From an optimization exercise on the open Yosys and OpenROAD flow, aimed at small area and a short achievable clock period; shortcuts taken in it are not production practice.
In this exercise RTL edits were held to simulation tests only and were not proved equivalent to the original.

==> run a <==
## KiwiNPU
module KiwiNPU (
  input  wire         clk,
  input  wire         rst_n,
  input  wire [31:0]  in_vec,
  input  wire [511:0] weights_flat,
  input  wire [95:0]  biases_flat,
  output wire [31:0]  out_vec
);
Settings: LEC_CHECK=0, CAP_MARGIN=20, CORE_MARGIN=2, CORE_UTILIZATION=40, SETUP_SLACK_MARGIN=5.0, SLEW_MARGIN=20; clock period 12.0 ns.
standard.sh (not shown) runs the stock make flow with config.mk's settings and CLKGATE_MAP_FILE= SYNTH_SCRIPT=/design/flow/synth_recipe.tcl, a recipe that flattens the netlist after the stock synthesis.
==> flow/flow/run.sh <==
#!/bin/bash
# The standard layout (standard.sh), with two synthesis changes:
#  - SYNTH_ARGS=-noabc: skip Yosys's generic ABC pass before full-adder
#    extraction, so the adder trees written in the RTL map onto full-adder
#    cells as written (ABC still maps everything else afterwards);
set -euo pipefail
bash standard.sh SYNTH_ARGS=-noabc SYNTH_HIERARCHICAL=1 finish > standard_flow.log 2>&1
==> run b: changes against run a <==
==> flow/flow/run.sh (replaced) <==
#!/bin/bash
# The standard layout (standard.sh), with these changes:
#  - SYNTH_ARGS=-noabc: skip Yosys's generic ABC pass before full-adder
#    extraction, so the adder trees written in the RTL map onto full-adder
#    cells as written (ABC still maps everything else afterwards);
set -euo pipefail
bash standard.sh SYNTH_ARGS=-noabc SYNTH_HIERARCHICAL=1 SETUP_SLACK_MARGIN=6.5 finish > standard_flow.log 2>&1
Settings changed: SETUP_SLACK_MARGIN 5.0 to not set.
==> metrics.md <==
| Metric | Value |
|---|---|
| CP endpoint | out_vec[11] |
| Clock buf/inv share | 0.01707 |
| Status | complete, no violations |
| Setup WS post-layout | 5207 ps |
| Achievable Freq | 147.2 MHz |
| Metal-1 WL | ~200000 um |
-- figures above: run b

==> metrics.md <==
| Metric | Value |
|---|---|
| Achievable Freq | 143.1 MHz |
| Clock buf/inv share | 0.02221 |
| Metal-1 WL | around 180000 um |
| Status | complete, no violations |
| Hold Path Class | reg -> reg |
| CP endpoint | r1_4b[10] |
| Slowest cell on crit path | o22ai_1 |
| Setup WS post-layout | between 5000 and 6000 ps |
-- figures above: run a


==> 08-09 <==
KiwiNPU, a different RTL version from the one above (not shown whole).
Settings: LEC_CHECK=0, CAP_MARGIN=20, CORE_MARGIN=2, CORE_UTILIZATION=40, SETUP_SLACK_MARGIN=5.0, SLEW_MARGIN=20; clock period 12.0 ns.
==> flow/flow/run.sh <==
#!/bin/bash
# The standard layout (standard.sh), with two synthesis changes:
#  - SYNTH_ARGS=-noabc: skip Yosys's generic ABC pass before full-adder
#    extraction, so the adder trees written in the RTL map onto full-adder
#    cells as written (ABC still maps everything else afterwards);
set -euo pipefail
bash standard.sh SYNTH_ARGS=-noabc SYNTH_HIERARCHICAL=1 finish > standard_flow.log 2>&1
==> inputs of 10-28, as changes to 08-09 <==
Settings changed: CORE_UTILIZATION 40 to 60, PLACE_DENSITY set to 0.72.
==> inputs of 09-16, as changes to 08-09 <==
--- a/flow/design.v
+++ b/flow/design.v
@@ -14518,13 +14518,13 @@
   wire f1_0_hG2_14 = f1_0_hG1_14 | (f1_0_hP1_14 & f1_0_hG1_10);
   wire f1_0_hP2_14 = f1_0_hP1_14 & f1_0_hP1_10;
   wire f1_0_hG3_15 = f1_0_pg[15] | (f1_0_pp[15] & f1_0_hG2_14);
   wire f1_0_hP3_15 = f1_0_pp[15] & f1_0_hP2_14;
   wire f1_0_hG3_16 = f1_0_hG0_16 | (f1_0_hP0_16 & f1_0_hG2_14);
   wire f1_0_hP3_16 = f1_0_hP0_16 & f1_0_hP2_14;
-  wire f1_0_sg = f1_0_pp[17] ^ (f1_0_hG3_16 | (f1_0_hP3_16 & f1_0_c7));
+  wire f1_0_sg = f1_0_pp[17] ^ f1_0_hG3_16;
   wire [10:0] f1_0_x = f1_0_pp[17:7];
   wire [10:0] f1_0_o = f1_0_pp[17:7] | f1_0_pg[17:7];
   wire f1_0_e = &(~(f1_0_x[10:1] ^ f1_0_o[9:0]));
   wire f1_0_z = f1_0_e & ~(f1_0_x[0] ^ f1_0_c7);
   wire [6:0] h_0 = f1_0_z ? f1_0_l : {7{~f1_0_sg}};
   wire [17:0] f1_1_a = {1'b1, a1_c863, a1_s894, a1_s892, a1_s890, a1_c887, a1_c885, a1_c883, a1_c881, a1_c879, a1_c877, a1_c875, a1_c873, a1_c871, a1_c869, a1_c867, a1_c865, a1_s774};
@@ -14578,13 +14578,13 @@
   wire f1_1_hG2_14 = f1_1_hG1_14 | (f1_1_hP1_14 & f1_1_hG1_10);
   wire f1_1_hP2_14 = f1_1_hP1_14 & f1_1_hP1_10;
   wire f1_1_hG3_15 = f1_1_pg[15] | (f1_1_pp[15] & f1_1_hG2_14);
   wire f1_1_hP3_15 = f1_1_pp[15] & f1_1_hP2_14;
   wire f1_1_hG3_16 = f1_1_hG0_16 | (f1_1_hP0_16 & f1_1_hG2_14);
   wire f1_1_hP3_16 = f1_1_hP0_16 & f1_1_hP2_14;
-  wire f1_1_sg = f1_1_pp[17] ^ (f1_1_hG3_16 | (f1_1_hP3_16 & f1_1_c7));
+  wire f1_1_sg = f1_1_pp[17] ^ f1_1_hG3_16;
   wire [10:0] f1_1_x = f1_1_pp[17:7];
   wire [10:0] f1_1_o = f1_1_pp[17:7] | f1_1_pg[17:7];
   wire f1_1_e = &(~(f1_1_x[10:1] ^ f1_1_o[9:0]));
   wire f1_1_z = f1_1_e & ~(f1_1_x[0] ^ f1_1_c7);
   wire [6:0] h_1 = f1_1_z ? f1_1_l : {7{~f1_1_sg}};
   wire [17:0] f1_2_a = {1'b1, a2_c1311, a2_s1342, a2_s1340, a2_s1338, a2_c1335, a2_c1333, a2_c1331, a2_c1329, a2_c1327, a2_c1325, a2_c1323, a2_c1321, a2_c1319, a2_c1317, a2_c1315, a2_c1313, a2_s1222};
@@ -14638,13 +14638,13 @@
   wire f1_2_hG2_14 = f1_2_hG1_14 | (f1_2_hP1_14 & f1_2_hG1_10);
   wire f1_2_hP2_14 = f1_2_hP1_14 & f1_2_hP1_10;
   wire f1_2_hG3_15 = f1_2_pg[15] | (f1_2_pp[15] & f1_2_hG2_14);
   wire f1_2_hP3_15 = f1_2_pp[15] & f1_2_hP2_14;
   wire f1_2_hG3_16 = f1_2_hG0_16 | (f1_2_hP0_16 & f1_2_hG2_14);
   wire f1_2_hP3_16 = f1_2_hP0_16 & f1_2_hP2_14;
-  wire f1_2_sg = f1_2_pp[17] ^ (f1_2_hG3_16 | (f1_2_hP3_16 & f1_2_c7));
+  wire f1_2_sg = f1_2_pp[17] ^ f1_2_hG3_16;
   wire [10:0] f1_2_x = f1_2_pp[17:7];
   wire [10:0] f1_2_o = f1_2_pp[17:7] | f1_2_pg[17:7];
   wire f1_2_e = &(~(f1_2_x[10:1] ^ f1_2_o[9:0]));
   wire f1_2_z = f1_2_e & ~(f1_2_x[0] ^ f1_2_c7);
   wire [6:0] h_2 = f1_2_z ? f1_2_l : {7{~f1_2_sg}};
   wire [17:0] f1_3_a = {1'b1, a3_c1759, a3_s1790, a3_s1788, a3_s1786, a3_c1783, a3_c1781, a3_c1779, a3_c1777, a3_c1775, a3_c1773, a3_c1771, a3_c1769, a3_c1767, a3_c1765, a3_c1763, a3_c1761, a3_s1670};
@@ -14698,13 +14698,13 @@
   wire f1_3_hG2_14 = f1_3_hG1_14 | (f1_3_hP1_14 & f1_3_hG1_10);
   wire f1_3_hP2_14 = f1_3_hP1_14 & f1_3_hP1_10;
   wire f1_3_hG3_15 = f1_3_pg[15] | (f1_3_pp[15] & f1_3_hG2_14);
   wire f1_3_hP3_15 = f1_3_pp[15] & f1_3_hP2_14;
   wire f1_3_hG3_16 = f1_3_hG0_16 | (f1_3_hP0_16 & f1_3_hG2_14);
   wire f1_3_hP3_16 = f1_3_hP0_16 & f1_3_hP2_14;
-  wire f1_3_sg = f1_3_pp[17] ^ (f1_3_hG3_16 | (f1_3_hP3_16 & f1_3_c7));
+  wire f1_3_sg = f1_3_pp[17] ^ f1_3_hG3_16;
   wire [10:0] f1_3_x = f1_3_pp[17:7];
   wire [10:0] f1_3_o = f1_3_pp[17:7] | f1_3_pg[17:7];
   wire f1_3_e = &(~(f1_3_x[10:1] ^ f1_3_o[9:0]));
   wire f1_3_z = f1_3_e & ~(f1_3_x[0] ^ f1_3_c7);
   wire [6:0] h_3 = f1_3_z ? f1_3_l : {7{~f1_3_sg}};
   wire [17:0] f1_4_a = {1'b1, a4_c2207, a4_s2238, a4_s2236, a4_s2234, a4_c2231, a4_c2229, a4_c2227, a4_c2225, a4_c2223, a4_c2221, a4_c2219, a4_c2217, a4_c2215, a4_c2213, a4_c2211, a4_c2209, a4_s2118};
@@ -14758,13 +14758,13 @@
   wire f1_4_hG2_14 = f1_4_hG1_14 | (f1_4_hP1_14 & f1_4_hG1_10);
   wire f1_4_hP2_14 = f1_4_hP1_14 & f1_4_hP1_10;
   wire f1_4_hG3_15 = f1_4_pg[15] | (f1_4_pp[15] & f1_4_hG2_14);
   wire f1_4_hP3_15 = f1_4_pp[15] & f1_4_hP2_14;
   wire f1_4_hG3_16 = f1_4_hG0_16 | (f1_4_hP0_16 & f1_4_hG2_14);
   wire f1_4_hP3_16 = f1_4_hP0_16 & f1_4_hP2_14;
-  wire f1_4_sg = f1_4_pp[17] ^ (f1_4_hG3_16 | (f1_4_hP3_16 & f1_4_c7));
+  wire f1_4_sg = f1_4_pp[17] ^ f1_4_hG3_16;
   wire [10:0] f1_4_x = f1_4_pp[17:7];
   wire [10:0] f1_4_o = f1_4_pp[17:7] | f1_4_pg[17:7];
   wire f1_4_e = &(~(f1_4_x[10:1] ^ f1_4_o[9:0]));
   wire f1_4_z = f1_4_e & ~(f1_4_x[0] ^ f1_4_c7);
   wire [6:0] h_4 = f1_4_z ? f1_4_l : {7{~f1_4_sg}};
   wire [17:0] f1_5_a = {1'b1, a5_c2655, a5_s2686, a5_s2684, a5_s2682, a5_c2679, a5_c2677, a5_c2675, a5_c2673, a5_c2671, a5_c2669, a5_c2667, a5_c2665, a5_c2663, a5_c2661, a5_c2659, a5_c2657, a5_s2566};
@@ -14818,13 +14818,13 @@
   wire f1_5_hG2_14 = f1_5_hG1_14 | (f1_5_hP1_14 & f1_5_hG1_10);
   wire f1_5_hP2_14 = f1_5_hP1_14 & f1_5_hP1_10;
   wire f1_5_hG3_15 = f1_5_pg[15] | (f1_5_pp[15] & f1_5_hG2_14);
   wire f1_5_hP3_15 = f1_5_pp[15] & f1_5_hP2_14;
   wire f1_5_hG3_16 = f1_5_hG0_16 | (f1_5_hP0_16 & f1_5_hG2_14);
   wire f1_5_hP3_16 = f1_5_hP0_16 & f1_5_hP2_14;
-  wire f1_5_sg = f1_5_pp[17] ^ (f1_5_hG3_16 | (f1_5_hP3_16 & f1_5_c7));
+  wire f1_5_sg = f1_5_pp[17] ^ f1_5_hG3_16;
   wire [10:0] f1_5_x = f1_5_pp[17:7];
   wire [10:0] f1_5_o = f1_5_pp[17:7] | f1_5_pg[17:7];
   wire f1_5_e = &(~(f1_5_x[10:1] ^ f1_5_o[9:0]));
   wire f1_5_z = f1_5_e & ~(f1_5_x[0] ^ f1_5_c7);
   wire [6:0] h_5 = f1_5_z ? f1_5_l : {7{~f1_5_sg}};
   wire [17:0] f1_6_a = {1'b1, a6_c3103, a6_s3134, a6_s3132, a6_s3130, a6_c3127, a6_c3125, a6_c3123, a6_c3121, a6_c3119, a6_c3117, a6_c3115, a6_c3113, a6_c3111, a6_c3109, a6_c3107, a6_c3105, a6_s3014};
@@ -14878,13 +14878,13 @@
   wire f1_6_hG2_14 = f1_6_hG1_14 | (f1_6_hP1_14 & f1_6_hG1_10);
   wire f1_6_hP2_14 = f1_6_hP1_14 & f1_6_hP1_10;
   wire f1_6_hG3_15 = f1_6_pg[15] | (f1_6_pp[15] & f1_6_hG2_14);
   wire f1_6_hP3_15 = f1_6_pp[15] & f1_6_hP2_14;
   wire f1_6_hG3_16 = f1_6_hG0_16 | (f1_6_hP0_16 & f1_6_hG2_14);
   wire f1_6_hP3_16 = f1_6_hP0_16 & f1_6_hP2_14;
-  wire f1_6_sg = f1_6_pp[17] ^ (f1_6_hG3_16 | (f1_6_hP3_16 & f1_6_c7));
+  wire f1_6_sg = f1_6_pp[17] ^ f1_6_hG3_16;
   wire [10:0] f1_6_x = f1_6_pp[17:7];
   wire [10:0] f1_6_o = f1_6_pp[17:7] | f1_6_pg[17:7];
   wire f1_6_e = &(~(f1_6_x[10:1] ^ f1_6_o[9:0]));
   wire f1_6_z = f1_6_e & ~(f1_6_x[0] ^ f1_6_c7);
   wire [6:0] h_6 = f1_6_z ? f1_6_l : {7{~f1_6_sg}};
   wire [17:0] f1_7_a = {1'b1, a7_c3551, a7_s3582, a7_s3580, a7_s3578, a7_c3575, a7_c3573, a7_c3571, a7_c3569, a7_c3567, a7_c3565, a7_c3563, a7_c3561, a7_c3559, a7_c3557, a7_c3555, a7_c3553, a7_s3462};
@@ -14938,13 +14938,13 @@
   wire f1_7_hG2_14 = f1_7_hG1_14 | (f1_7_hP1_14 & f1_7_hG1_10);
   wire f1_7_hP2_14 = f1_7_hP1_14 & f1_7_hP1_10;
   wire f1_7_hG3_15 = f1_7_pg[15] | (f1_7_pp[15] & f1_7_hG2_14);
   wire f1_7_hP3_15 = f1_7_pp[15] & f1_7_hP2_14;
   wire f1_7_hG3_16 = f1_7_hG0_16 | (f1_7_hP0_16 & f1_7_hG2_14);
   wire f1_7_hP3_16 = f1_7_hP0_16 & f1_7_hP2_14;
-  wire f1_7_sg = f1_7_pp[17] ^ (f1_7_hG3_16 | (f1_7_hP3_16 & f1_7_c7));
+  wire f1_7_sg = f1_7_pp[17] ^ f1_7_hG3_16;
   wire [10:0] f1_7_x = f1_7_pp[17:7];
   wire [10:0] f1_7_o = f1_7_pp[17:7] | f1_7_pg[17:7];
   wire f1_7_e = &(~(f1_7_x[10:1] ^ f1_7_o[9:0]));
   wire f1_7_z = f1_7_e & ~(f1_7_x[0] ^ f1_7_c7);
   wire [6:0] h_7 = f1_7_z ? f1_7_l : {7{~f1_7_sg}};
   wire [17:0] f2_0_a = {b0_c4453, b0_s4486, b0_c4483, b0_s4482, b0_s4480, b0_c4477, b0_c4475, b0_c4473, b0_c4471, b0_c4469, b0_c4467, b0_c4465, b0_c4463, b0_c4461, b0_c4459, b0_c4457, b0_c4455, b0_s4420};
@@ -14998,13 +14998,13 @@
   wire f2_0_hG2_14 = f2_0_hG1_14 | (f2_0_hP1_14 & f2_0_hG1_10);
   wire f2_0_hP2_14 = f2_0_hP1_14 & f2_0_hP1_10;
   wire f2_0_hG3_15 = f2_0_pg[15] | (f2_0_pp[15] & f2_0_hG2_14);
   wire f2_0_hP3_15 = f2_0_pp[15] & f2_0_hP2_14;
   wire f2_0_hG3_16 = f2_0_hG0_16 | (f2_0_hP0_16 & f2_0_hG2_14);
   wire f2_0_hP3_16 = f2_0_hP0_16 & f2_0_hP2_14;
-  wire f2_0_sg = f2_0_pp[17] ^ (f2_0_hG3_16 | (f2_0_hP3_16 & f2_0_c7));
+  wire f2_0_sg = f2_0_pp[17] ^ f2_0_hG3_16;
   wire [10:0] f2_0_x = f2_0_pp[17:7];
   wire [10:0] f2_0_o = f2_0_pp[17:7] | f2_0_pg[17:7];
   wire f2_0_e = &(~(f2_0_x[10:1] ^ f2_0_o[9:0]));
   wire f2_0_z = f2_0_e & ~(f2_0_x[0] ^ f2_0_c7);
   wire [6:0] y_0 = f2_0_z ? f2_0_l : {7{~f2_0_sg}};
   wire [17:0] f2_1_a = {b1_c5357, b1_s5390, b1_c5387, b1_s5386, b1_s5384, b1_c5381, b1_c5379, b1_c5377, b1_c5375, b1_c5373, b1_c5371, b1_c5369, b1_c5367, b1_c5365, b1_c5363, b1_c5361, b1_c5359, b1_s5324};
@@ -15058,13 +15058,13 @@
   wire f2_1_hG2_14 = f2_1_hG1_14 | (f2_1_hP1_14 & f2_1_hG1_10);
   wire f2_1_hP2_14 = f2_1_hP1_14 & f2_1_hP1_10;
   wire f2_1_hG3_15 = f2_1_pg[15] | (f2_1_pp[15] & f2_1_hG2_14);
   wire f2_1_hP3_15 = f2_1_pp[15] & f2_1_hP2_14;
   wire f2_1_hG3_16 = f2_1_hG0_16 | (f2_1_hP0_16 & f2_1_hG2_14);
   wire f2_1_hP3_16 = f2_1_hP0_16 & f2_1_hP2_14;
-  wire f2_1_sg = f2_1_pp[17] ^ (f2_1_hG3_16 | (f2_1_hP3_16 & f2_1_c7));
+  wire f2_1_sg = f2_1_pp[17] ^ f2_1_hG3_16;
   wire [10:0] f2_1_x = f2_1_pp[17:7];
   wire [10:0] f2_1_o = f2_1_pp[17:7] | f2_1_pg[17:7];
   wire f2_1_e = &(~(f2_1_x[10:1] ^ f2_1_o[9:0]));
   wire f2_1_z = f2_1_e & ~(f2_1_x[0] ^ f2_1_c7);
   wire [6:0] y_1 = f2_1_z ? f2_1_l : {7{~f2_1_sg}};
   wire [17:0] f2_2_a = {b2_c6261, b2_s6294, b2_c6291, b2_s6290, b2_s6288, b2_c6285, b2_c6283, b2_c6281, b2_c6279, b2_c6277, b2_c6275, b2_c6273, b2_c6271, b2_c6269, b2_c6267, b2_c6265, b2_c6263, b2_s6228};
@@ -15118,13 +15118,13 @@
   wire f2_2_hG2_14 = f2_2_hG1_14 | (f2_2_hP1_14 & f2_2_hG1_10);
   wire f2_2_hP2_14 = f2_2_hP1_14 & f2_2_hP1_10;
   wire f2_2_hG3_15 = f2_2_pg[15] | (f2_2_pp[15] & f2_2_hG2_14);
   wire f2_2_hP3_15 = f2_2_pp[15] & f2_2_hP2_14;
   wire f2_2_hG3_16 = f2_2_hG0_16 | (f2_2_hP0_16 & f2_2_hG2_14);
   wire f2_2_hP3_16 = f2_2_hP0_16 & f2_2_hP2_14;
-  wire f2_2_sg = f2_2_pp[17] ^ (f2_2_hG3_16 | (f2_2_hP3_16 & f2_2_c7));
+  wire f2_2_sg = f2_2_pp[17] ^ f2_2_hG3_16;
   wire [10:0] f2_2_x = f2_2_pp[17:7];
   wire [10:0] f2_2_o = f2_2_pp[17:7] | f2_2_pg[17:7];
   wire f2_2_e = &(~(f2_2_x[10:1] ^ f2_2_o[9:0]));
   wire f2_2_z = f2_2_e & ~(f2_2_x[0] ^ f2_2_c7);
   wire [6:0] y_2 = f2_2_z ? f2_2_l : {7{~f2_2_sg}};
   wire [17:0] f2_3_a = {b3_c7165, b3_s7198, b3_c7195, b3_s7194, b3_s7192, b3_c7189, b3_c7187, b3_c7185, b3_c7183, b3_c7181, b3_c7179, b3_c7177, b3_c7175, b3_c7173, b3_c7171, b3_c7169, b3_c7167, b3_s7132};
@@ -15178,13 +15178,13 @@
   wire f2_3_hG2_14 = f2_3_hG1_14 | (f2_3_hP1_14 & f2_3_hG1_10);
   wire f2_3_hP2_14 = f2_3_hP1_14 & f2_3_hP1_10;
   wire f2_3_hG3_15 = f2_3_pg[15] | (f2_3_pp[15] & f2_3_hG2_14);
   wire f2_3_hP3_15 = f2_3_pp[15] & f2_3_hP2_14;
   wire f2_3_hG3_16 = f2_3_hG0_16 | (f2_3_hP0_16 & f2_3_hG2_14);
   wire f2_3_hP3_16 = f2_3_hP0_16 & f2_3_hP2_14;
-  wire f2_3_sg = f2_3_pp[17] ^ (f2_3_hG3_16 | (f2_3_hP3_16 & f2_3_c7));
+  wire f2_3_sg = f2_3_pp[17] ^ f2_3_hG3_16;
   wire [10:0] f2_3_x = f2_3_pp[17:7];
   wire [10:0] f2_3_o = f2_3_pp[17:7] | f2_3_pg[17:7];
   wire f2_3_e = &(~(f2_3_x[10:1] ^ f2_3_o[9:0]));
   wire f2_3_z = f2_3_e & ~(f2_3_x[0] ^ f2_3_c7);
   wire [6:0] y_3 = f2_3_z ? f2_3_l : {7{~f2_3_sg}};
   always @(posedge clk or negedge rst_n) begin
==> comparison <==
- In sequential share of layout area, 08-09 and 09-16 hardly differ.
- Synthesized cell count: 08-09 is smaller than 09-16 (0.59%).
- Worst hold slack: 08-09 < 10-28 < 09-16.
- Of 09-16 and 08-09, 09-16 has the higher synthesized area (gap about 0.25%, measured against 08-09).
- Wire length: 10-28 < 08-09 < 09-16.
- Of 10-28 and 09-16, 10-28 has the higher clock skew (gap 5.5 ps).
==> figures <==
Result of the run: 10-28 complete, no violations; 09-16 complete, no violations; 08-09 complete, no violations
Core Region: 10-28 0.165 mm2; 09-16 0.249 mm2; 08-09 0.248 mm2
Synth unique cells: 10-28 56; 09-16 58; 08-09 56
Number of global-route vias before repair: 10-28 95300; 09-16 91400; 08-09 92600
Fraction of area in multi-input gates: 10-28 0.810; 09-16 0.808; 08-09 0.807
Post-route cell area: 10-28 0.121 mm2; 09-16 0.121 mm2; 08-09 0.121 mm2
Seq. cell area: 10-28 0.00216 mm2; 09-16 0.00217 mm2; 08-09 0.00217 mm2
Synthesized-area fraction occupied by xor and xnor cells: 10-28 0.197; 09-16 0.196; 08-09 0.197
Worst hold margin: 10-28 1530 ps; 09-16 1640 ps; 08-09 1530 ps
Worst flop-to-flop path endpoint: 10-28 yq_2[2]; 09-16 yq_1[5]; 08-09 yq_2[6]
Transition time at the pin with the least slew margin: 10-28 1260 ps; 09-16 1290 ps; 08-09 1090 ps
Met2 routed WL: 10-28 192000 um; 09-16 217000 um; 08-09 204000 um
Most repeated library cell on the critical path: 10-28 sky130_fd_sc_hd__fa_2; 09-16 sky130_fd_sc_hd__fa_1; 08-09 sky130_fd_sc_hd__fa_2
Wire length the detailed router placed on met1: 10-28 149000 um; 09-16 164000 um; 08-09 174000 um
Master of the slowest instance on the critical path: 10-28 sky130_fd_sc_hd__nor2b_4; 09-16 sky130_fd_sc_hd__fa_1; 08-09 sky130_fd_sc_hd__fa_2

re-timing with driven ports:
The results above use ideal ports. As a check the final layouts listed here were re-extracted and re-timed, cells and wires unchanged. Step 1 assumes that a clkbuf_16 drives the clock port and a buf_2 every other input. Step 2 also shifts input and output timing later by t, the mid clock arrival at the registers, as if the neighbouring blocks saw the same clock. Slacks: no drivers / after step 1 / after step 2; pairs: no drivers / after step 1.
run	shift t [ns]	slack for setup (ns)	worst setup path after step 2	latest minus earliest clock arrival (ns)	worst slew at a driven data input, ns
run a	0.837	5.011 / 4.934 / 4.252	input to register	0.053 / 0.054	0.27
run b	0.838	5.207 / 5.098 / 4.985	input to register	0.069 / 0.069	0.40
08-09	0.562	4.315 / 4.155 / 3.593	input to register	0.034 / 0.034	0.41
10-28	0.561	4.176 / 4.053 / 3.491	input to register	0.027 / 0.027	0.40
09-16	0.574	4.092 / 3.969 / 3.395	input to register	0.025 / 0.025	0.33
After both steps every run listed still meets setup and hold. The setup slack of run a, which loses most, moves by -0.077 ns with the drivers and by -0.759 ns with both steps.
